This design comes from an exercise in tuning for small area on the open sky130 flow, not from production work. The RTL was checked by simulation tests, not by an equivalence proof against the original design. The clock port is modelled as an ideal driver; clocking choices that lean on that would not hold on a real chip. Power and IR drop assume default switching activity.

==> flow/design.v (excerpt) <==
module vga_top(ClkPort, BtnR, BtnC, BtnU, BtnD,
	vga_h_sync, vga_v_sync, vga_r, vga_g, vga_b,
	An0, An1, An2, An3,
	Ca, Cb, Cc, Cd, Ce, Cf, Cg, Dp);
export LEC_CHECK = 0
export ABC_AREA = 1
export CAP_MARGIN = 20
export CORE_MARGIN = 2
export CORE_UTILIZATION = 65
export PLACE_DENSITY = 0.75
export SLEW_MARGIN = 20
create_clock -name core_clock -period 20.0 [get_ports {ClkPort}]
standard.sh (not shown) runs the stock make flow with config.mk's settings and CLKGATE_MAP_FILE= SYNTH_SCRIPT=/design/flow/synth_recipe.tcl, a recipe that flattens the netlist after the stock synthesis.
==> flow/flow/run.sh <==
#!/bin/bash
# Own layout flow: the standard ORFS flow (standard.sh) with changes that
# only affect how the layout is made:
#  - synthesis maps all logic, adders included, with an area-oriented ABC
#    script (flow/abc_area.script) instead of first mapping adders to
#    half/full-adder cells; yosys's own passes, and so the registers, are
#    those of the standard synthesis;
#  - ports are buffered with the smallest buffer;
#  - clock tree synthesis uses clkbuf_8 buffers and no dummy loads, and then
#    (flow/post_cts.tcl) leaf buffers that drive at most 9 flip-flops are
#    downsized to clkbuf_4.
# Each tool's output stays in orfs/logs; make's own output goes to flow_make.log.
set -euo pipefail
here=$(pwd)
rm -rf "$here/scripts_local"
cp -r "$FLOW_HOME/scripts" "$here/scripts_local"
cp "$here/flow/abc_area.script" "$here/scripts_local/abc_area.script"
bash "$here/standard.sh" "SCRIPTS_DIR=$here/scripts_local" \
	"ADDER_MAP_FILE=" "MIN_BUF_CELL_AND_PORTS=sky130_fd_sc_hd__buf_1 A X" \
	"BUFFER_PORTS_ARGS=-buffer_cell sky130_fd_sc_hd__buf_1" \
	"CTS_ARGS=-sink_clustering_enable -repair_clock_nets -dont_use_dummy_load -sink_clustering_size 30 -sink_clustering_max_diameter 100 -buf_list sky130_fd_sc_hd__clkbuf_8" \
	"POST_CTS_TCL=$here/flow/post_cts.tcl" "CLK_DOWNSIZE_FANOUT=9" \
	finish > "$here/flow_make.log" 2>&1
==> flow/flow/abc_area.script <==
strash
&get -n
&deepsyn -T 180
&put
dch -f
amap
topo
==> flow/flow/post_cts.tcl <==
# Clock tree leaf buffers that drive only a few flip-flops are downsized to
# clkbuf_4, which keeps their clock pins' slew well inside the limit; then
# the placement is legalized again.
set n 0
foreach inst [get_cells clkbuf_*] {
  if {[get_property $inst ref_name] != "sky130_fd_sc_hd__clkbuf_8"} { continue }
  set o [get_pins -of_objects $inst -filter "direction==output"]
  set loads [expr {[llength [get_pins -of_objects [get_nets -of_objects $o]]] - 1}]
  set leaf 1
  foreach p [get_pins -of_objects [get_nets -of_objects $o]] {
    if {[get_property $p direction] == "input" && [string match "clkbuf_*" [get_full_name [get_cells -of_objects $p]]]} { set leaf 0 }
  }
  if {$leaf && $loads <= $::env(CLK_DOWNSIZE_FANOUT)} {
    puts "downsizing [get_full_name $inst] ($loads loads)"
    replace_cell $inst sky130_fd_sc_hd__clkbuf_4
    incr n
  }
}
puts "downsized $n clock buffers"
if {$n > 0} { detailed_placement }
Edit:
--- a/flow/flow/run.sh
+++ b/flow/flow/run.sh
@@ -6,8 +6,7 @@
 #    half/full-adder cells; yosys's own passes, and so the registers, are
 #    those of the standard synthesis;
-#  - ports are buffered with the smallest buffer;
-#  - clock tree synthesis uses clkbuf_8 buffers and no dummy loads, and then
-#    (flow/post_cts.tcl) leaf buffers that drive at most 9 flip-flops are
-#    downsized to clkbuf_4.
+#  - ports, and nets that feed several ports, are buffered with the
+#    smallest buffer;
+#  - clock tree synthesis uses clkbuf_8 buffers and no dummy loads.
 # Each tool's output stays in orfs/logs; make's own output goes to flow_make.log.
 set -euo pipefail
@@ -20,4 +19,3 @@
 	"BUFFER_PORTS_ARGS=-buffer_cell sky130_fd_sc_hd__buf_1" \
 	"CTS_ARGS=-sink_clustering_enable -repair_clock_nets -dont_use_dummy_load -sink_clustering_size 30 -sink_clustering_max_diameter 100 -buf_list sky130_fd_sc_hd__clkbuf_8" \
-	"POST_CTS_TCL=$here/flow/post_cts.tcl" "CLK_DOWNSIZE_FANOUT=9" \
 	finish > "$here/flow_make.log" 2>&1
==> flow/flow/abc_area.script (replaced) <==
strash
&get -n
&deepsyn -T 180
&dch -f
&nf -R 1000
&put
topo
Settings changed: CORE_UTILIZATION 65 to 40, PLACE_DENSITY 0.75 to 0.6.
removed: flow/flow/post_cts.tcl
- design area went up by about 4%
- synthesized cell count drops by about 10%
- wire length came out lower by 1.4%
- core utilization decreases by 26 points
Edit:
--- a/flow/flow/run.sh
+++ b/flow/flow/run.sh
@@ -6,7 +6,8 @@
 #    half/full-adder cells; yosys's own passes, and so the registers, are
 #    those of the standard synthesis;
-#  - ports, and nets that feed several ports, are buffered with the
-#    smallest buffer;
-#  - clock tree synthesis uses clkbuf_8 buffers and no dummy loads.
+#  - ports are buffered with the smallest buffer;
+#  - clock tree synthesis uses clkbuf_8 buffers and no dummy loads, and then
+#    (flow/post_cts.tcl) leaf buffers that drive at most 9 flip-flops are
+#    downsized to clkbuf_4.
 # Each tool's output stays in orfs/logs; make's own output goes to flow_make.log.
 set -euo pipefail
@@ -19,3 +20,4 @@
 	"BUFFER_PORTS_ARGS=-buffer_cell sky130_fd_sc_hd__buf_1" \
 	"CTS_ARGS=-sink_clustering_enable -repair_clock_nets -dont_use_dummy_load -sink_clustering_size 30 -sink_clustering_max_diameter 100 -buf_list sky130_fd_sc_hd__clkbuf_8" \
+	"POST_CTS_TCL=$here/flow/post_cts.tcl" "CLK_DOWNSIZE_FANOUT=9" \
 	finish > "$here/flow_make.log" 2>&1
==> flow/flow/abc_area.script (replaced) <==
strash
&get -n
&deepsyn -T 180
&put
dch -f
amap
topo
==> flow/flow/post_cts.tcl (new file) <==
# Clock tree leaf buffers that drive only a few flip-flops are downsized to
# clkbuf_4, which keeps their clock pins' slew well inside the limit; then
# the placement is legalized again.
set n 0
foreach inst [get_cells clkbuf_*] {
  if {[get_property $inst ref_name] != "sky130_fd_sc_hd__clkbuf_8"} { continue }
  set o [get_pins -of_objects $inst -filter "direction==output"]
  set loads [expr {[llength [get_pins -of_objects [get_nets -of_objects $o]]] - 1}]
  set leaf 1
  foreach p [get_pins -of_objects [get_nets -of_objects $o]] {
    if {[get_property $p direction] == "input" && [string match "clkbuf_*" [get_full_name [get_cells -of_objects $p]]]} { set leaf 0 }
  }
  if {$leaf && $loads <= $::env(CLK_DOWNSIZE_FANOUT)} {
    puts "downsizing [get_full_name $inst] ($loads loads)"
    replace_cell $inst sky130_fd_sc_hd__clkbuf_4
    incr n
  }
}
puts "downsized $n clock buffers"
if {$n > 0} { detailed_placement }
Area after synthesis goes down by a few percent; hold slack is worse by 0.0097 ns; wire length goes up by a few percent; design area goes down by a few percent; total power goes up by a few percent; die area goes down by a few percent.
Edit:
--- a/flow/flow/run.sh
+++ b/flow/flow/run.sh
@@ -6,8 +6,7 @@
 #    half/full-adder cells; yosys's own passes, and so the registers, are
 #    those of the standard synthesis;
-#  - ports are buffered with the smallest buffer;
-#  - clock tree synthesis uses clkbuf_8 buffers and no dummy loads, and then
-#    (flow/post_cts.tcl) leaf buffers that drive at most 9 flip-flops are
-#    downsized to clkbuf_4.
+#  - ports, and nets that feed several ports, are buffered with the
+#    smallest buffer;
+#  - clock tree synthesis uses clkbuf_8 buffers and no dummy loads.
 # Each tool's output stays in orfs/logs; make's own output goes to flow_make.log.
 set -euo pipefail
@@ -20,4 +19,3 @@
 	"BUFFER_PORTS_ARGS=-buffer_cell sky130_fd_sc_hd__buf_1" \
 	"CTS_ARGS=-sink_clustering_enable -repair_clock_nets -dont_use_dummy_load -sink_clustering_size 30 -sink_clustering_max_diameter 100 -buf_list sky130_fd_sc_hd__clkbuf_8" \
-	"POST_CTS_TCL=$here/flow/post_cts.tcl" "CLK_DOWNSIZE_FANOUT=9" \
 	finish > "$here/flow_make.log" 2>&1
removed: flow/flow/post_cts.tcl
The changed run completed with no timing, DRC or antenna violations.
Count of clock-buffer cells in the layout stays the same.
Final cell count barely changes.
Sequential power hardly moves.
Setup slack gains 0.012 ns.
Global-route usage is unchanged.
Utilization rose by 0.29 points.
Area after synthesis stays the same.
Edit:
--- a/flow/flow/run.sh
+++ b/flow/flow/run.sh
@@ -6,6 +6,5 @@
 #    half/full-adder cells; yosys's own passes, and so the registers, are
 #    those of the standard synthesis;
-#  - ports, and nets that feed several ports, are buffered with the
-#    smallest buffer;
+#  - ports are buffered with the smallest buffer;
 #  - clock tree synthesis uses clkbuf_8 buffers and no dummy loads.
 # Each tool's output stays in orfs/logs; make's own output goes to flow_make.log.
@@ -16,5 +15,5 @@
 cp "$here/flow/abc_area.script" "$here/scripts_local/abc_area.script"
 bash "$here/standard.sh" "SCRIPTS_DIR=$here/scripts_local" \
-	"ADDER_MAP_FILE=" "MIN_BUF_CELL_AND_PORTS=sky130_fd_sc_hd__buf_1 A X" \
+	"ADDER_MAP_FILE=" \
 	"BUFFER_PORTS_ARGS=-buffer_cell sky130_fd_sc_hd__buf_1" \
 	"CTS_ARGS=-sink_clustering_enable -repair_clock_nets -dont_use_dummy_load -sink_clustering_size 30 -sink_clustering_max_diameter 100 -buf_list sky130_fd_sc_hd__clkbuf_8" \
==> flow/flow/abc_area.script (replaced) <==
strash
&get -n
&deepsyn -T 180
&dch -f
&nf -R 1000
&put
topo
The new run completed with no timing, DRC or antenna violations.
Clock-buffer cell count stays the same.
Routed wire length went down by 3.7%.
Synthesized area went up by 2.5%.
Global-route usage went down by 0.66 points.
Critical path depth went down by 9.
Worst hold slack improved by 0.011 ns.
Total power went down by 6.9%.

==> static timing again, ports no longer ideal <==
The results above use ideal ports. As a check the final layouts listed here were re-extracted and re-timed, cells and wires unchanged.
Step 1 (the two cells are an assumption about what drives the block):
set clk [get_ports {ClkPort}]
set_driving_cell -lib_cell sky130_fd_sc_hd__clkbuf_16 $clk
set_driving_cell -lib_cell sky130_fd_sc_hd__buf_2 [delete_from_list [all_inputs] $clk]
Step 2 also shifts input and output timing later by t, the mid clock arrival at the registers, as if the neighbouring blocks saw the same clock.
a / b / c = ideal / step 1 / step 2; a / b = the first two.
| run | t, ns | setup WS [ns] | slew at the worst register clock pin (ns) | pins driven straight from the clock port |
|---|---|---|---|---|
| the first run | 0.472 | 9.824 / 9.824 / 9.824 | 0.10 / 0.10 | 1 |
| the second run | 0.482 | 9.821 / 9.821 / 9.821 | 0.10 / 0.10 | 1 |
| the third run | 0.484 | 9.583 / 9.583 / 9.583 | 0.11 / 0.11 | 1 |
| the fourth run | 0.497 | 9.594 / 9.594 / 9.594 | 0.10 / 0.10 | 1 |
| the fifth run | 0.501 | 10.176 / 10.176 / 10.176 | 0.10 / 0.10 | 1 |
After both steps setup and hold are still met in every run listed.
